From an optimization exercise on the open Yosys and OpenROAD flow, aimed at small area, a short achievable clock period and few clock cycles; shortcuts taken in it are not production practice. In this exercise RTL edits were held to simulation tests only and were not proved equivalent to the original. Power and IR drop assume default switching activity.

==> flow/design.v <==
module cpu(input clk, reset, input [15:0] i_mem_rddata, output logic o_mem_rd, o_mem_wr, output logic [15:0] o_mem_addr, o_mem_wrdata);
	logic [15:0] r0, r1, r2, r3, r4, r5, r6, r7;
	logic n, z;
	logic [15:0] A;       
	logic wr;             
	logic rd;             
	logic ldc;            
	logic av;             
	logic [15:1] L;       
	logic lw;             
	logic [2:0] ldx;      
	logic [15:0] opA, opB;
	logic ecin, ewe, efl;
	logic [2:0] ed;
	wire [15:0] I = i_mem_rddata;
	wire [4:0] op = I[4:0];
	wire [2:0] X = I[7:5];
	wire [2:0] Y = I[10:8];
	wire [7:0] imm8 = I[15:8];
	wire [10:0] imm11 = I[15:5];
	function automatic [15:0] bkadd(input [15:0] x, input [15:0] y, input c0);
		logic [15:0] g, p, G, P;
		integer i, s;
		begin
			g = x & y;
			p = x ^ y;
			G = g;
			P = p;
			G[0] = g[0] | (p[0] & c0);
			for (s = 1; s < 16; s = s * 2)
				for (i = 2*s-1; i < 16; i = i + 2*s) begin
					G[i] = G[i] | (P[i] & G[i-s]);
					P[i] = P[i] & P[i-s];
				end
			for (s = 4; s >= 1; s = s / 2)
				for (i = 3*s-1; i < 16; i = i + 2*s) begin
					G[i] = G[i] | (P[i] & G[i-s]);
					P[i] = P[i] & P[i-s];
				end
			bkadd = p ^ {G[14:0], c0};
		end
	endfunction
	wire [15:0] res = opA + opB + {15'b0, ecin};
	wire res_z = (opA[0] ^ opB[0]) == ecin &&
	             ((opA[15:1] ^ opB[15:1]) == (opA[14:0] | opB[14:0]));
	wire n_e = efl ? res[15] : n;
	wire z_e = efl ? res_z : z;
	wire [15:0] wdr = reset ? 16'b0 : res;
	wire [7:0] wen = {8{reset}} | ({7'b0, ewe} << ed);
	always @(posedge clk) begin
		if (wen[0]) r0 <= wdr;
		if (wen[1]) r1 <= wdr;
		if (wen[2]) r2 <= wdr;
		if (wen[3]) r3 <= wdr;
		if (wen[4]) r4 <= wdr;
		if (wen[5]) r5 <= wdr;
		if (wen[6]) r6 <= wdr;
		if (wen[7]) r7 <= wdr;
	end
	always @(posedge clk) begin
		if (reset) begin
			n <= 1'b0;
			z <= 1'b0;
		end else begin
			n <= n_e;
			z <= z_e;
		end
	end
	logic [15:0] rxf, ryf;
	always @(*) begin
		case (X)
			3'd0: rxf = r0; 3'd1: rxf = r1; 3'd2: rxf = r2; 3'd3: rxf = r3;
			3'd4: rxf = r4; 3'd5: rxf = r5; 3'd6: rxf = r6; default: rxf = r7;
		endcase
		case (Y)
			3'd0: ryf = r0; 3'd1: ryf = r1; 3'd2: ryf = r2; 3'd3: ryf = r3;
			3'd4: ryf = r4; 3'd5: ryf = r5; 3'd6: ryf = r6; default: ryf = r7;
		endcase
	end
	wire [15:0] rx = (ewe && ed == X) ? res : rxf;
	wire [15:0] ry = (ewe && ed == Y) ? res : ryf;
	wire jmp   = op[3];
	wire ldst  = ~op[4] & ~op[3] & op[2];
	wire isst  = op[0];
	wire mvhi  = op[4] & op[2];
	wire alu   = ~op[3] & ~ldst;
	wire domov = ~op[1] & ~op[0] & ~mvhi;           
	wire dosub = op[1] & ~mvhi;                     
	wire aluw  = alu & ~(op[1] & op[0]);            
	wire aluf  = alu & ~domov & ~mvhi;              
	wire link  = jmp & op[2];                       
	wire cond  = (~op[1] & ~op[0]) | (op[0] & z_e) | (op[1] & n_e);
	wire xrel  = ~(op[4] & op[3]);                  
	wire yrel  = ~op[4] & ~op[3];                   
	wire haz  = (ldc & ((xrel & (X == ldx)) | (yrel & (Y == ldx)) | (link & (ldx == 3'd7))))
	          | (wr & (A[15:1] == L));
	wire ex   = av & ~haz;
	wire dacc = ex & ldst;
	wire tk   = ex & jmp & cond;
	wire now_data = wr | ldc;
	wire [15:0] incw = bkadd({1'b0, now_data ? L : A[15:1]}, 16'b0, 1'b1);
	wire [15:1] inc = incw[14:0];                          
	wire [15:1] pc2 = now_data ? inc : A[15:1];           
	wire [15:1] tgt = op[4] ? (L + {{4{imm11[10]}}, imm11} + 15'd1) :
	                  ((op[2] & (X == 3'd7)) ? pc2 : rx[15:1]);
	logic [15:0] A_n;
	always @(*) begin
		if (av & haz) A_n = {L, 1'b0};
		else if (dacc) A_n = ry;
		else if (tk) A_n = {tgt, 1'b0};
		else A_n = {inc, 1'b0};
	end
	logic [15:0] b;
	always @(*) begin
		if (~op[4]) b = ry;
		else if (op[2]) b = {imm8, 8'b0};
		else b = {{8{imm8[7]}}, imm8};
	end
	always @(posedge clk) begin
		if (lw) begin
			opA <= 16'b0;
			opB <= I;
			ecin <= 1'b0;
			ed <= ldx;
		end else if (link) begin
			opA <= {pc2, 1'b0};
			opB <= 16'b0;
			ecin <= 1'b0;
			ed <= 3'd7;
		end else begin
			opA <= domov ? 16'b0 : rx;
			opB <= dosub ? ~b : b;
			ecin <= dosub;
			ed <= X;
		end
	end
	always @(posedge clk) begin
		if (reset) begin
			A <= 16'b0;
			wr <= 1'b0;
			rd <= 1'b1;
			ldc <= 1'b0;
			av <= 1'b0;
			lw <= 1'b0;
			ewe <= 1'b0;
			efl <= 1'b0;
		end else begin
			A <= A_n;
			wr <= dacc & isst;
			rd <= ~(dacc & isst);
			ldc <= dacc & ~isst;
			av <= ~now_data & ~tk;
			lw <= ldc;
			ewe <= lw | (ex & (aluw | link));
			efl <= ex & aluf;
		end
	end
	always @(posedge clk) begin
		if (~now_data) L <= A[15:1];
		if (dacc) ldx <= X;
	end
	always @(*) begin
		o_mem_addr = A;
		o_mem_wr = wr;
		o_mem_rd = rd;
		o_mem_wrdata = opA;
	end
endmodule
Settings: LEC_CHECK=0, ABC_AREA=1, CAP_MARGIN=20, CORE_MARGIN=2, CORE_UTILIZATION=40, CTS_CLUSTER_DIAMETER=60, CTS_CLUSTER_SIZE=30, SETUP_SLACK_MARGIN=4.5, SLEW_MARGIN=20; clock period 7.5 ns.
run.sh (not shown) runs the stock make flow with config.mk's settings and CLKGATE_MAP_FILE= SYNTH_SCRIPT=/design/flow/synth_recipe.tcl, a recipe that flattens the netlist after the stock synthesis.
The starting point produced a clean layout.
Testbench counts at the start, summed over its fixed seeds: cycles 75,890.
Rerun with:
CTS_CLUSTER_DIAMETER = unset   (was 60)
CTS_CLUSTER_SIZE = unset   (was 30)
Effect: Power is lower by 1.8%. Die area does not change. Non-clock buffer count is lower by 12. Sequential power hardly moves. Final area shrinks by 1.3%. Synthesized cell count does not change. Global-route usage came out higher by 0.16 points. Synthesized area does not change. Fmax stays flat.
Rerun with:
CTS_BUF_LIST = sky130_fd_sc_hd__clkbuf_4 sky130_fd_sc_hd__clkbuf_8   (was unset)
Result: Clock power barely changes. Routed wire length barely changes. Design area came out lower slightly. Setup slack loses 0.043 ns. Utilization came out lower by 0.25 points.
Rerun with:
==> flow/flow/run.sh (new file) <==
#!/bin/bash
# The standard layout, with one change: Yosys's ABC step maps the logic with
# flow/abc.script (area-oriented mapping) instead of ORFS's abc_area.script.
# Everything before ABC (including flip-flop mapping) and after it is the
# standard synthesis, so the registers keep their names and cell types.
set -euo pipefail
W=$PWD
cat > "$W/synth_abc.tcl" <<EOT
proc abc {args} {
  set i [lsearch \$args -script]
  lset args [expr {\$i + 1}] $W/flow/abc.script
  yosys abc {*}\$args
}
source $W/synth_recipe.tcl
EOT
bash "$W/standard.sh" SYNTH_SCRIPT="$W/synth_abc.tcl" finish > "$W/standard.log" 2>&1
==> flow/flow/abc.script (new file) <==
strash
dch
map -a
topo
stime -c
==> flow/standard.sh (new file) <==
#!/bin/bash
# synth_recipe.tcl (not shown) runs the flow's synth.tcl, then flattens the netlist and writes it again
# the make line also repeats each setting of config.mk as NAME=value (left out here)
make -C /OpenROAD-flow-scripts/flow DESIGN_CONFIG=/design/flow/config.mk WORK_HOME=/design/flow/orfs CLKGATE_MAP_FILE= SYNTH_SCRIPT=/design/flow/synth_recipe.tcl "${@:-finish}"
CTS_BUF_LIST = unset   (was sky130_fd_sc_hd__clkbuf_4 sky130_fd_sc_hd__clkbuf_8)
removed: flow/run.sh
Outcome: Worst setup slack got worse by 0.29 ns; non-clock buffer count climbs by 52; power climbs by a few percent; die area drops by roughly a tenth; wire length drops by roughly a tenth; via count drops by roughly a tenth; design area climbs by a few percent; core utilization climbs by 6.8 points.
Rerun with:
==> flow/run.sh (new file) <==
#!/bin/bash
# synth_recipe.tcl (not shown) runs the flow's synth.tcl, then flattens the netlist and writes it again
# the make line also repeats each setting of config.mk as NAME=value (left out here)
make -C /OpenROAD-flow-scripts/flow DESIGN_CONFIG=/design/flow/config.mk WORK_HOME=/design/flow/orfs CLKGATE_MAP_FILE= SYNTH_SCRIPT=/design/flow/synth_recipe.tcl finish
CORE_UTILIZATION = 45   (was 40)
PLACE_DENSITY = 0.75   (was unset)
removed: flow/flow/run.sh
removed: flow/flow/abc.script
removed: flow/standard.sh
Via count increases by roughly a tenth.
Hold slack loses 0.012 ns.
Die area decreases slightly.
Total power went down by a few percent.
Clock power stays flat.
Sequential power is about the same.
Setup slack gets better by 0.28 ns.

==> separate check: timing with driven ports <==
No port has a modelled driver above. Below, the same layouts with a new extraction and two added sets of constraints.
Step 1, drivers: a clkbuf_16 drives clk and a buf_2 each remaining input, both assumed.
Step 2 also shifts input and output timing later by t, the mid clock arrival at the registers, as if the neighbouring blocks saw the same clock.
Slacks: ideal / step 1 / step 2; pairs: ideal / step 1.
| run | t (ns) | setup WS [ns] | worst hold slack (ns) | slew at the worst register clock pin (ns) |
|---|---|---|---|---|
| the first run | 0.593 | 4.497 / 4.482 / 3.906 | 0.483 / 0.483 / 0.483 | 0.08 / 0.08 |
| the second run | 0.589 | 4.497 / 4.450 / 3.920 | 0.482 / 0.482 / 0.482 | 0.07 / 0.07 |
| the third run | 0.591 | 4.454 / 4.455 / 3.883 | 0.481 / 0.481 / 0.481 | 0.07 / 0.07 |
| the fourth run | 0.587 | 4.168 / 4.172 / 3.584 | 0.489 / 0.489 / 0.489 | 0.07 / 0.07 |
| the fifth run | 0.579 | 4.451 / 4.464 / 3.901 | 0.477 / 0.477 / 0.477 | 0.07 / 0.07 |
After both steps setup and hold are still met in every run listed. For the first run, which loses most, drivers alone change the setup slack by -0.015 ns; drivers and shift together by -0.591 ns.
